Context: an optimization exercise on an open-source flow, tuned for small area and a short achievable clock period. The choices shown serve that exercise and are no tape-out recipe.
Only simulation tests tie the RTL to the original design; equivalence was not proved.
Power and IR drop assume default switching activity.

==> flow/design.v (excerpt) <==
module matrix_multiplier #(
  parameter int DATA_WIDTH = 8,
  parameter int A_ROWS = 2,
  parameter int B_COLUMNS = 2,
  parameter int A_COLUMNS_B_ROWS = 2,
  parameter int C_DATA_WIDTH = (2 * DATA_WIDTH) + $clog2(A_COLUMNS_B_ROWS)
) (
  input                           clk_i,
  input                           reset_i,
  input                           valid_i,
  output logic                    valid_o,
  input        [A_ROWS * A_COLUMNS_B_ROWS * DATA_WIDTH-1:0]   a_i,
  input        [A_COLUMNS_B_ROWS * B_COLUMNS * DATA_WIDTH-1:0] b_i,
  output logic [A_ROWS * B_COLUMNS * C_DATA_WIDTH-1:0]         c_o
);
  logic [31:0] a_q, b_q;
  wire pp0_1, pp0_2, pp0_3, pp0_4, pp0_5, pp0_6, pp0_7, pp0_8, pp0_9, pp0_10, pp0_11, pp0_12, pp0_13, pp0_14, pp0_15, pp0_16;
  wire pp0_17, pp0_18, pp0_19, pp0_20, pp0_21, pp0_22, pp0_23, pp0_24, pp0_25, pp0_26, pp0_27, pp0_28, pp0_29, pp0_30, pp0_31, pp0_32;
  wire pp0_33, pp0_34, pp0_35, pp0_36, pp0_37, pp0_38, pp0_39, pp0_40, pp0_41, pp0_42, pp0_43, pp0_44, pp0_45, pp0_46, pp0_47, pp0_48;
  wire pp0_49, pp0_50, pp0_51, pp0_52, pp0_53, pp0_54, pp0_55, pp0_56, pp0_57, pp0_58, pp0_59, pp0_60, pp0_61, pp0_62, pp0_63, pp0_64;
  wire pp0_65, pp0_66, pp0_67, pp0_68, pp0_69, pp0_70, pp0_71, pp0_72, pp0_73, pp0_74, pp0_75, pp0_76, pp0_77, pp0_78, pp0_79, pp0_80;
  wire pp0_81, pp0_82, pp0_83, pp0_84, pp0_85, pp0_86, pp0_87, pp0_88, pp0_89, pp0_90, pp0_91, pp0_92, pp0_93, pp0_94, pp0_95, pp0_96;
  wire pp0_97, pp0_98, pp0_99, pp0_100, pp0_101, pp0_102, pp0_103, pp0_104, pp0_105, pp0_106, pp0_107, pp0_108, pp0_109, pp0_110, pp0_111, pp0_112;
  wire pp0_113, pp0_114, pp0_115, pp0_116, pp0_117, pp0_118, pp0_119, pp0_120, pp0_121, pp0_122, pp0_123, pp0_124, pp0_125, pp0_126, pp0_127, pp0_128;
  wire s0_129, c0_130, s0_131, c0_132, s0_133, c0_134, s0_135, c0_136, s0_137, c0_138, s0_139, c0_140, s0_141, c0_142, s0_143, c0_144;
  ...
==> flow/config.mk <==
export PLATFORM = sky130hd
export DESIGN_NAME = matrix_multiplier
export DESIGN_NICKNAME = matrix_multiplier
export VERILOG_FILES = /design/flow/design.v
export SDC_FILE = /design/flow/constraint.sdc
export NUM_CORES = 4
export LEC_CHECK = 0
export ABC_CLOCK_PERIOD_IN_PS = 2400
export CAP_MARGIN = 20
export CORE_MARGIN = 2
export CORE_UTILIZATION = 40
export SETUP_SLACK_MARGIN = 4.4
export SLEW_MARGIN = 20
export SYNTH_HIERARCHICAL = 1
==> flow/constraint.sdc <==
create_clock -name core_clock -period 6.8 [get_ports {clk_i}]
set_input_delay 1.3600 -clock core_clock [delete_from_list [all_inputs] [get_ports {clk_i}]]
set_output_delay 1.3600 -clock core_clock [all_outputs]
set_load 0.01 [all_outputs]
standard.sh (not shown) runs the stock make flow with config.mk's settings and CLKGATE_MAP_FILE= SYNTH_SCRIPT=/design/flow/synth_recipe.tcl, a recipe that flattens the netlist after the stock synthesis.
==> flow/flow/run.sh <==
#!/bin/bash
# Own flow: the standard layout (standard.sh), with the ports buffered by
# plain buf_1 cells instead of the delay-buffer cell buffer_ports picks itself
# (every input and output port still gets its own buffer), and a clock tree
# built without dummy loads, with clusters of up to 14 registers within 60 um, each driven by a clkbuf_8.
set -euo pipefail
export BUFFER_PORTS_ARGS="-buffer_cell sky130_fd_sc_hd__buf_1"
export CTS_ARGS="-sink_clustering_enable -repair_clock_nets -dont_use_dummy_load -sink_clustering_buffer sky130_fd_sc_hd__clkbuf_8 -sink_clustering_size 14 -sink_clustering_max_diameter 60"
bash standard.sh > standard.log 2>&1
Rerun with:
==> flow/flow/run.sh (replaced) <==
#!/bin/bash
# Own flow: the standard layout (standard.sh), with the ports buffered by
# plain buf_1 cells instead of the delay-buffer cell buffer_ports picks itself
# (every input and output port still gets its own buffer), and a clock tree
# built without dummy loads and with clkbuf_8 leaf buffers.
set -euo pipefail
export BUFFER_PORTS_ARGS="-buffer_cell sky130_fd_sc_hd__buf_1"
export CTS_ARGS="-sink_clustering_enable -repair_clock_nets -dont_use_dummy_load -sink_clustering_buffer sky130_fd_sc_hd__clkbuf_8"
bash standard.sh > standard.log 2>&1
The new run went through all stages and came out clean.
Global-route usage is higher by 0.20 points.
Clock-buffer cell count climbs by 27.
Sequential share of layout area came out lower by 0.49 points.
Combinational power is about the same.
Maximum frequency hardly moves.
Via count rises by 1.2%.
Final area climbs by 1.3%.
Power grows by 5.0%.
Worst hold slack hardly moves.
Register-to-register slack is about the same.
Rerun with:
==> flow/flow/run.sh (replaced) <==
#!/bin/bash
# Own flow: the standard layout (standard.sh), with the ports buffered by
# plain buf_1 cells instead of the delay-buffer cell buffer_ports picks itself
# (every input and output port still gets its own buffer), and a clock tree
# built without dummy loads, with clusters of up to 14 registers, each driven by a clkbuf_8.
set -euo pipefail
export BUFFER_PORTS_ARGS="-buffer_cell sky130_fd_sc_hd__buf_1"
export CTS_ARGS="-sink_clustering_enable -repair_clock_nets -dont_use_dummy_load -sink_clustering_buffer sky130_fd_sc_hd__clkbuf_8 -sink_clustering_size 14 -sink_clustering_max_diameter 80"
bash standard.sh > standard.log 2>&1
- CORE_UTILIZATION: 40 -> 60
- PLACE_DENSITY: not set -> 0.75
=> The new run passed the timing, design-rule and antenna checks. Worst setup slack is about the same. Clock power falls by about 30%. Utilization rises by 20 points. Non-clock buffer count stays the same. Sequential cell count does not change. Die area falls by 33%. Wire length falls by 6.2%.
Rerun with:
==> flow/flow/run.sh (replaced) <==
#!/bin/bash
# Own flow: the standard layout (standard.sh), with the ports buffered by
# plain buf_1 cells instead of the delay-buffer cell buffer_ports picks itself
# (every input and output port still gets its own buffer), and a clock tree
# built without dummy loads (same clustering as the standard flow).
set -euo pipefail
export BUFFER_PORTS_ARGS="-buffer_cell sky130_fd_sc_hd__buf_1"
export CTS_ARGS="-sink_clustering_enable -repair_clock_nets -dont_use_dummy_load"
bash standard.sh > standard.log 2>&1
- CORE_UTILIZATION: 60 -> 40
- PLACE_DENSITY: 0.75 -> not set
The new run completed with no timing, DRC or antenna violations; worst hold slack degrades by 0.012 ns; non-clock buffer count is lower by 2; routed wire length is higher by about 5.4%; combinational power is higher by about 3%; total power is higher by about 10%; worst setup slack degrades by 0.017 ns; cell area is higher by about 5%.

---

== alpha ==
Starting RTL as in the previous note.
==> flow/design.v (excerpt) <==
module matrix_multiplier #(
  parameter int DATA_WIDTH = 8,
  parameter int A_ROWS = 2,
  parameter int B_COLUMNS = 2,
  parameter int A_COLUMNS_B_ROWS = 2,
  parameter int C_DATA_WIDTH = (2 * DATA_WIDTH) + $clog2(A_COLUMNS_B_ROWS)
) (
  input                           clk_i,
  input                           reset_i,
  input                           valid_i,
  output logic                    valid_o,
  input        [A_ROWS * A_COLUMNS_B_ROWS * DATA_WIDTH-1:0]   a_i,
  input        [A_COLUMNS_B_ROWS * B_COLUMNS * DATA_WIDTH-1:0] b_i,
  output logic [A_ROWS * B_COLUMNS * C_DATA_WIDTH-1:0]         c_o
);
  logic [31:0] a_q, b_q;
  wire pp0_1, pp0_2, pp0_3, pp0_4, pp0_5, pp0_6, pp0_7, pp0_8, pp0_9, pp0_10, pp0_11, pp0_12, pp0_13, pp0_14, pp0_15, pp0_16;
  wire pp0_17, pp0_18, pp0_19, pp0_20, pp0_21, pp0_22, pp0_23, pp0_24, pp0_25, pp0_26, pp0_27, pp0_28, pp0_29, pp0_30, pp0_31, pp0_32;
  wire pp0_33, pp0_34, pp0_35, pp0_36, pp0_37, pp0_38, pp0_39, pp0_40, pp0_41, pp0_42, pp0_43, pp0_44, pp0_45, pp0_46, pp0_47, pp0_48;
  wire pp0_49, pp0_50, pp0_51, pp0_52, pp0_53, pp0_54, pp0_55, pp0_56, pp0_57, pp0_58, pp0_59, pp0_60, pp0_61, pp0_62, pp0_63, pp0_64;
  wire pp0_65, pp0_66, pp0_67, pp0_68, pp0_69, pp0_70, pp0_71, pp0_72, pp0_73, pp0_74, pp0_75, pp0_76, pp0_77, pp0_78, pp0_79, pp0_80;
  wire pp0_81, pp0_82, pp0_83, pp0_84, pp0_85, pp0_86, pp0_87, pp0_88, pp0_89, pp0_90, pp0_91, pp0_92, pp0_93, pp0_94, pp0_95, pp0_96;
  wire pp0_97, pp0_98, pp0_99, pp0_100, pp0_101, pp0_102, pp0_103, pp0_104, pp0_105, pp0_106, pp0_107, pp0_108, pp0_109, pp0_110, pp0_111, pp0_112;
  wire pp0_113, pp0_114, pp0_115, pp0_116, pp0_117, pp0_118, pp0_119, pp0_120, pp0_121, pp0_122, pp0_123, pp0_124, pp0_125, pp0_126, pp0_127, pp0_128;
  wire s0_129, c0_130, s0_131, c0_132, s0_133, c0_134, s0_135, c0_136, s0_137, c0_138, s0_139, c0_140, s0_141, c0_142, s0_143, c0_144;
  wire s0_145, c0_146, s0_147, c0_148, s0_149, c0_150, s0_151, c0_152, s0_153, c0_154, s0_155, c0_156, s0_157, c0_158, s0_159, c0_160;
  wire s0_161, c0_162, s0_163, c0_164, s0_165, c0_166, s0_167, c0_168, s0_169, c0_170, s0_171, c0_172, s0_173, c0_174, s0_175, c0_176;
  ...
==> flow/config.mk <==
export PLATFORM = sky130hd
export DESIGN_NAME = matrix_multiplier
export DESIGN_NICKNAME = matrix_multiplier
export VERILOG_FILES = /design/flow/design.v
export SDC_FILE = /design/flow/constraint.sdc
export NUM_CORES = 4
export LEC_CHECK = 0
export ABC_CLOCK_PERIOD_IN_PS = 2400
export CAP_MARGIN = 20
export CORE_MARGIN = 2
export CORE_UTILIZATION = 40
export SETUP_SLACK_MARGIN = 4.4
export SLEW_MARGIN = 20
export SYNTH_HIERARCHICAL = 1
==> flow/constraint.sdc <==
create_clock -name core_clock -period 6.8 [get_ports {clk_i}]
set_input_delay 1.3600 -clock core_clock [delete_from_list [all_inputs] [get_ports {clk_i}]]
set_output_delay 1.3600 -clock core_clock [all_outputs]
set_load 0.01 [all_outputs]
==> flow/flow/run.sh <==
#!/bin/bash
# Own flow: the standard layout (standard.sh), with the ports buffered by
# plain buf_1 cells instead of the delay-buffer cell buffer_ports picks itself
# (every input and output port still gets its own buffer), and a clock tree
# built without dummy loads and with clkbuf_4 leaf buffers.
set -euo pipefail
export BUFFER_PORTS_ARGS="-buffer_cell sky130_fd_sc_hd__buf_1"
export CTS_ARGS="-sink_clustering_enable -repair_clock_nets -dont_use_dummy_load -sink_clustering_buffer sky130_fd_sc_hd__clkbuf_4"
bash standard.sh > standard.log 2>&1
## Diff of input files: beta against alpha
- changing CORE_UTILIZATION from 40 to 50
- setting PLACE_DENSITY to 0.65 for the first time
==> flow/flow/run.sh <==
#!/bin/bash
# Own flow: the standard layout (standard.sh), with the ports buffered by
# plain buf_1 cells instead of the delay-buffer cell buffer_ports picks itself
# (every input and output port still gets its own buffer), and a clock tree
# built without dummy loads, with clusters of up to 14 registers, each driven by a clkbuf_8.
set -euo pipefail
export BUFFER_PORTS_ARGS="-buffer_cell sky130_fd_sc_hd__buf_1"
export CTS_ARGS="-sink_clustering_enable -repair_clock_nets -dont_use_dummy_load -sink_clustering_buffer sky130_fd_sc_hd__clkbuf_8 -sink_clustering_size 14 -sink_clustering_max_diameter 80"
bash standard.sh > standard.log 2>&1
~same area share of and/or/nand/nor cells after synthesis in beta and alpha
beta against alpha: share of the synthesized area in compound gates (AO/OA/AOI/OAI) level; count of clock-buffer cells in the layout -about 64%; total via count in the routed design down 535; worst hold slack fell 0.014 ns.
#### Input delta (gamma over beta)
- ABC_CLOCK_PERIOD_IN_PS changed from 2400 to 2350
- CORE_UTILIZATION changed from 50 to 40
- PLACE_DENSITY removed (was 0.65)
- SETUP_SLACK_MARGIN changed from 4.4 to 4.45
In the flow results for beta and gamma, the signed area change from the synthesized netlist to the final layout is larger on gamma.
Taking beta as the reference point, the instance area after placement of gamma rises by 190 um^2.
beta -> gamma: number of global-route vias before repair flat
Final period demand of the worst path in gamma is 0.0041 ns lower than in beta
Cell-internal power ended up 3.2% higher on gamma than on beta.
Between beta and gamma, the flow reports post-detailed-routing wire length increasing by a little under 10%.

what the ideal ports hide:
In the flow no input, the clock included, has a driving cell. The finished layouts below were timed again as built, in two steps. Step 1 sets driving cells, clkbuf_16 on the clock port and buf_2 on the other inputs (assumed; they add their load-dependent delay and slew). Step 2 adds t to the input delays and takes it off the output delays; t is the mean of the earliest and latest rising clock arrival at the registers after step 1. Input paths then give back, and output paths get back, about the clock's delay inside the block. a / b / c = ideal ports / drivers / drivers and shift; a / b = the first two.
| run | t, ns | slack for setup (ns) | latest minus earliest clock arrival (ns) |
|---|---|---|---|
| the first run of note 1 | 0.573 | 4.443 / 4.399 / 4.443 | 0.056 / 0.056 |
| the second run of note 1 | 0.583 | 4.444 / 4.398 / 4.444 | 0.041 / 0.041 |
| the third run of note 1 | 0.551 | 4.447 / 4.394 / 4.449 | 0.037 / 0.037 |
| the fourth run of note 1 | 0.609 | 4.429 / 4.380 / 4.445 | 0.047 / 0.047 |
| alpha | 0.598 | 4.433 / 4.387 / 4.433 | 0.060 / 0.060 |
| beta | 0.574 | 4.453 / 4.400 / 4.473 | 0.037 / 0.037 |
| gamma | 0.572 | 4.457 / 4.403 / 4.458 | 0.044 / 0.044 |
After both steps setup and hold are still met in every run listed.
